From an optimization exercise on the open Yosys and OpenROAD flow, aimed at small area, a short achievable clock period and few clock cycles; shortcuts taken in it are not production practice.
Where RTL was checked, it was by simulation tests only, not by an equivalence proof against the original.

// rsa_encrypt
module rsa_encrypt(input clk, reset_n, compute,
                   input [31:0] M, e, n,
                   output logic [31:0] C,
                   output logic encrypt_done);
==> flow/config.mk <==
export PLATFORM = sky130hd
export DESIGN_NAME = rsa_encrypt
export DESIGN_NICKNAME = rsa_encrypt
export VERILOG_FILES = /design/flow/design.v
export SDC_FILE = /design/flow/constraint.sdc
export NUM_CORES = 4
export LEC_CHECK = 0
export CAP_MARGIN = 20
export CORE_MARGIN = 2
export CORE_UTILIZATION = 40
export PLACE_DENSITY = 0.6
export SETUP_SLACK_MARGIN = 1.9
export SLEW_MARGIN = 20
==> flow/constraint.sdc <==
create_clock -name core_clock -period 5.0 [get_ports {clk}]
set_input_delay 1.0000 -clock core_clock [delete_from_list [all_inputs] [get_ports {clk}]]
set_output_delay 1.0000 -clock core_clock [all_outputs]
set_load 0.01 [all_outputs]
standard.sh (not shown) runs the stock make flow with config.mk's settings and CLKGATE_MAP_FILE= SYNTH_SCRIPT=/design/flow/synth_recipe.tcl, a recipe that flattens the netlist after the stock synthesis.
==> flow/flow/run.sh <==
#!/bin/bash
# The standard layout, with the port buffers made from the smallest buffer
# cell instead of the delay cell buffer_ports picks by default.
set -euo pipefail
export BUFFER_PORTS_ARGS="-buffer_cell sky130_fd_sc_hd__buf_1"
bash standard.sh > standard_flow.log 2>&1
Then changed:
- SETUP_SLACK_MARGIN: 1.9 -> 1.5
Non-clock buffer count rises by 3.
Critical path depth went down by 1.
Worst setup slack gains 0.0071 ns.
Global-route usage decreases by 0.16 points.
Hold slack loses 0.013 ns.
No functional check of the RTL was part of any run of this note.

---

Setup of main:
rsa_encrypt, a different RTL version from the one above (not shown whole).
For scale: roughly 790 cells after synthesis, roughly 7000 µm² of cells after synthesis.
clock: 5.0 ns
lec_check: 0
cap_margin: 20
core_margin: 2
core_utilization: 50
cts_buf_list: sky130_fd_sc_hd__clkbuf_8
place_density: 0.8
setup_slack_margin: 1.5
slew_margin: 20
Scripts as last shown in full above: flow/flow/run.sh
Testbench counts of main, summed over its fixed seeds: cycles 5,140.
Changes in the feature branch relative to main:
Settings: CTS_BUF_LIST: sky130_fd_sc_hd__clkbuf_8 -> unset; PLACE_DENSITY: 0.8 -> 0.6; CORE_UTILIZATION: 50 -> 40.
Findings:
The flow did not stop early for the feature branch: all stages ran, and the layout cleared the timing, design-rule and antenna checks.
No stage failed in main, and the final checks on the layout all came back clean.
The feature branch — synthesis-to-finish area growth 1.5 points higher, main as reference
The feature branch — clock-pin slew of the registers on the worst-case setup and hold paths 30 ps lower, main as reference
Compared with main, the feature branch degrades final worst slack.

---

Setup of MS:
rsa_encrypt, a different RTL version from the one above (not shown whole).
For scale: roughly 67 flip-flops, about 130 I/O pins, about 0.0075 mm2 of cells after synthesis.
==> flow/design.v (excerpt) <==
module rsa_encrypt(input clk, reset_n, compute,
                   input [31:0] M, e, n,
                   output logic [31:0] C,
                   output logic encrypt_done);
  logic        busy, first, init, keep, trv, mul, yb, ec;
  logic        sa, sx, zx;    
  logic [4:0]  i;             
  logic [3:0]  j;             
  logic [15:0] acc, X, nr;
  function automatic [4:0] msb32(input [31:0] v);
    msb32 = 5'd0;
    for (int k = 1; k < 32; k++) if (v[k]) msb32 = k[4:0];
  endfunction
  function automatic [3:0] msb16(input [15:0] v);
    msb16 = 4'd0;
    for (int k = 1; k < 16; k++) if (v[k]) msb16 = k[3:0];
  endfunction
  function automatic below16(input [15:0] v);
    below16 = 1'b0;
    for (int k = 0; k < 15; k++) if (v[k+1]) below16 = v[k];
  endfunction
  wire idle = !busy && !encrypt_done;
  always_ff @(posedge clk) if (idle) nr <= n[15:0];
  wire [18:0] xa = zx ? 19'd0 : {2'b0, acc, 1'b0};
  wire [18:0] xb = {3'b0, ({16{sa}} & acc) | ({16{sx}} & X)};
  wire [18:0] z1 = ~{3'b0, nr};
  wire [18:0] z2 = ~{2'b0, nr, 1'b0};
  wire [18:0] s1 = xa ^ xb ^ z1;
  wire [18:0] c1 = {(xa[17:0] & xb[17:0]) | (xa[17:0] & z1[17:0]) | (xb[17:0] & z1[17:0]), 1'b1};
  wire [18:0] s2 = xa ^ xb ^ z2;
  wire [18:0] c2 = {(xa[17:0] & xb[17:0]) | (xa[17:0] & z2[17:0]) | (xb[17:0] & z2[17:0]), 1'b1};
  wire [18:0] t0 = xa + xb;
  wire [18:0] t1 = s1 + c1;    
  wire [18:0] t2 = s2 + c2;    
  wire [15:0] acc_n = !t2[18] ? t2[15:0] : (!t1[18] ? t1[15:0] : t0[15:0]);
  wire [15:0] Yf  = mul ? M[15:0] : (init ? X : acc);    
  wire [15:0] Y   = mul ? M[15:0] : X;                   
  wire y01  = Yf[15:1] == 15'd0;          
  wire fin  = !first && j == 4'd0;
  wire more = !mul && ec;                 
  wire adv  = fin && !more;               
  wire triv = (e[31:1] == 31'd0) || (M[15:1] == 15'd0);    
  logic busy_n, done_n, first_n, init_n, keep_n, mul_n, yb_n;
  logic [3:0] j_n;
  logic [4:0] i_n;
  always_comb begin
    busy_n = busy; done_n = encrypt_done;
    first_n = first; init_n = init; keep_n = keep; mul_n = mul;
    yb_n = yb; j_n = j; i_n = i;
    if (busy) begin
      if ((first && init && trv) || (adv && i == 5'd0)) begin
  ...
clock: 5.0 ns
lec_check: 0
cap_margin: 20
core_margin: 2
core_utilization: 40
place_density: 0.6
slew_margin: 20
run.sh (not shown) runs the stock make flow with config.mk's settings and CLKGATE_MAP_FILE= SYNTH_SCRIPT=/design/flow/synth_recipe.tcl, a recipe that flattens the netlist after the stock synthesis.
Stock flow here: none of the scripts above is used.
The final layout from MS, which completed every stage, passed the timing, design-rule and antenna checks at the end of the flow.
Testbench counts of MS, summed over its fixed seeds: cycles 5,383.
For TR, these inputs were changed with respect to MS:
- ABC_CLOCK_PERIOD_IN_PS now 3000, previously not set
- SETUP_SLACK_MARGIN now 1.5, previously not set
==> flow/flow/run.sh (new file) <==
#!/bin/bash
# The standard layout, with the port buffers made from the smallest buffer
# cell instead of the delay cell buffer_ports picks by default.
set -euo pipefail
export BUFFER_PORTS_ARGS="-buffer_cell sky130_fd_sc_hd__buf_1"
bash standard.sh > standard_flow.log 2>&1
==> flow/standard.sh (new file) <==
#!/bin/bash
# synth_recipe.tcl (not shown) runs the flow's synth.tcl, then flattens the netlist and writes it again
# the make line also repeats each setting of config.mk as NAME=value (left out here)
make -C /OpenROAD-flow-scripts/flow DESIGN_CONFIG=/design/flow/config.mk WORK_HOME=/design/flow/orfs CLKGATE_MAP_FILE= SYNTH_SCRIPT=/design/flow/synth_recipe.tcl "${@:-finish}"
removed: flow/run.sh
Results
- From MS to TR the numbers moved as follows: final cell count now larger; routed length on met1 dropped 0.49%.
- Of TR and MS, it is TR that has the higher routed wire length.
- Global-route usage over all layers: TR > MS

==> what the ideal ports hide <==
The flow's constraints put no driver on any port. The routed layouts listed below were extracted and timed again, unchanged, in two steps. Step 1 (the two cells are an assumption about what drives the block):
set clk [get_ports {clk}]
set_driving_cell -lib_cell sky130_fd_sc_hd__clkbuf_16 $clk
set_driving_cell -lib_cell sky130_fd_sc_hd__buf_2 [delete_from_list [all_inputs] $clk]
Step 2 times the ports against the registers' clock, not the clock port: input delays grow and output delays shrink by t, the midpoint of the rising clock arrivals with the driver on. Three values: ideal ports, drivers, drivers and shift; two values: the first two.
| run | t, ns | setup WS [ns] | worst hold slack (ns) | worst setup path after step 2 | latest minus earliest clock arrival (ns) |
|---|---|---|---|---|---|
| the first run of note 1 | 0.380 | 1.464 / 1.464 / 1.464 | 0.429 / 0.415 / 0.531 | register to register | 0.009 / 0.009 |
| the second run of note 1 | 0.392 | 1.471 / 1.471 / 1.471 | 0.416 / 0.404 / 0.538 | register to register | 0.011 / 0.011 |
| main | 0.345 | 1.451 / 1.454 / 1.109 | 0.445 / 0.437 / 0.536 | input to register | 0.006 / 0.006 |
| the feature branch | 0.335 | 1.439 / 1.453 / 1.118 | 0.470 / 0.458 / 0.547 | input to register | 0.009 / 0.009 |
| MS | 0.386 | 0.800 / 0.800 / 0.800 | 0.571 / 0.571 / 0.571 | register to register | 0.007 / 0.007 |
| TR | 0.383 | 1.554 / 1.554 / 1.554 | 0.430 / 0.415 / 0.554 | register to register | 0.010 / 0.010 |
After both steps every run listed still meets setup and hold. For main, which loses most, drivers alone change the setup slack by +0.003 ns; drivers and shift together by -0.342 ns.
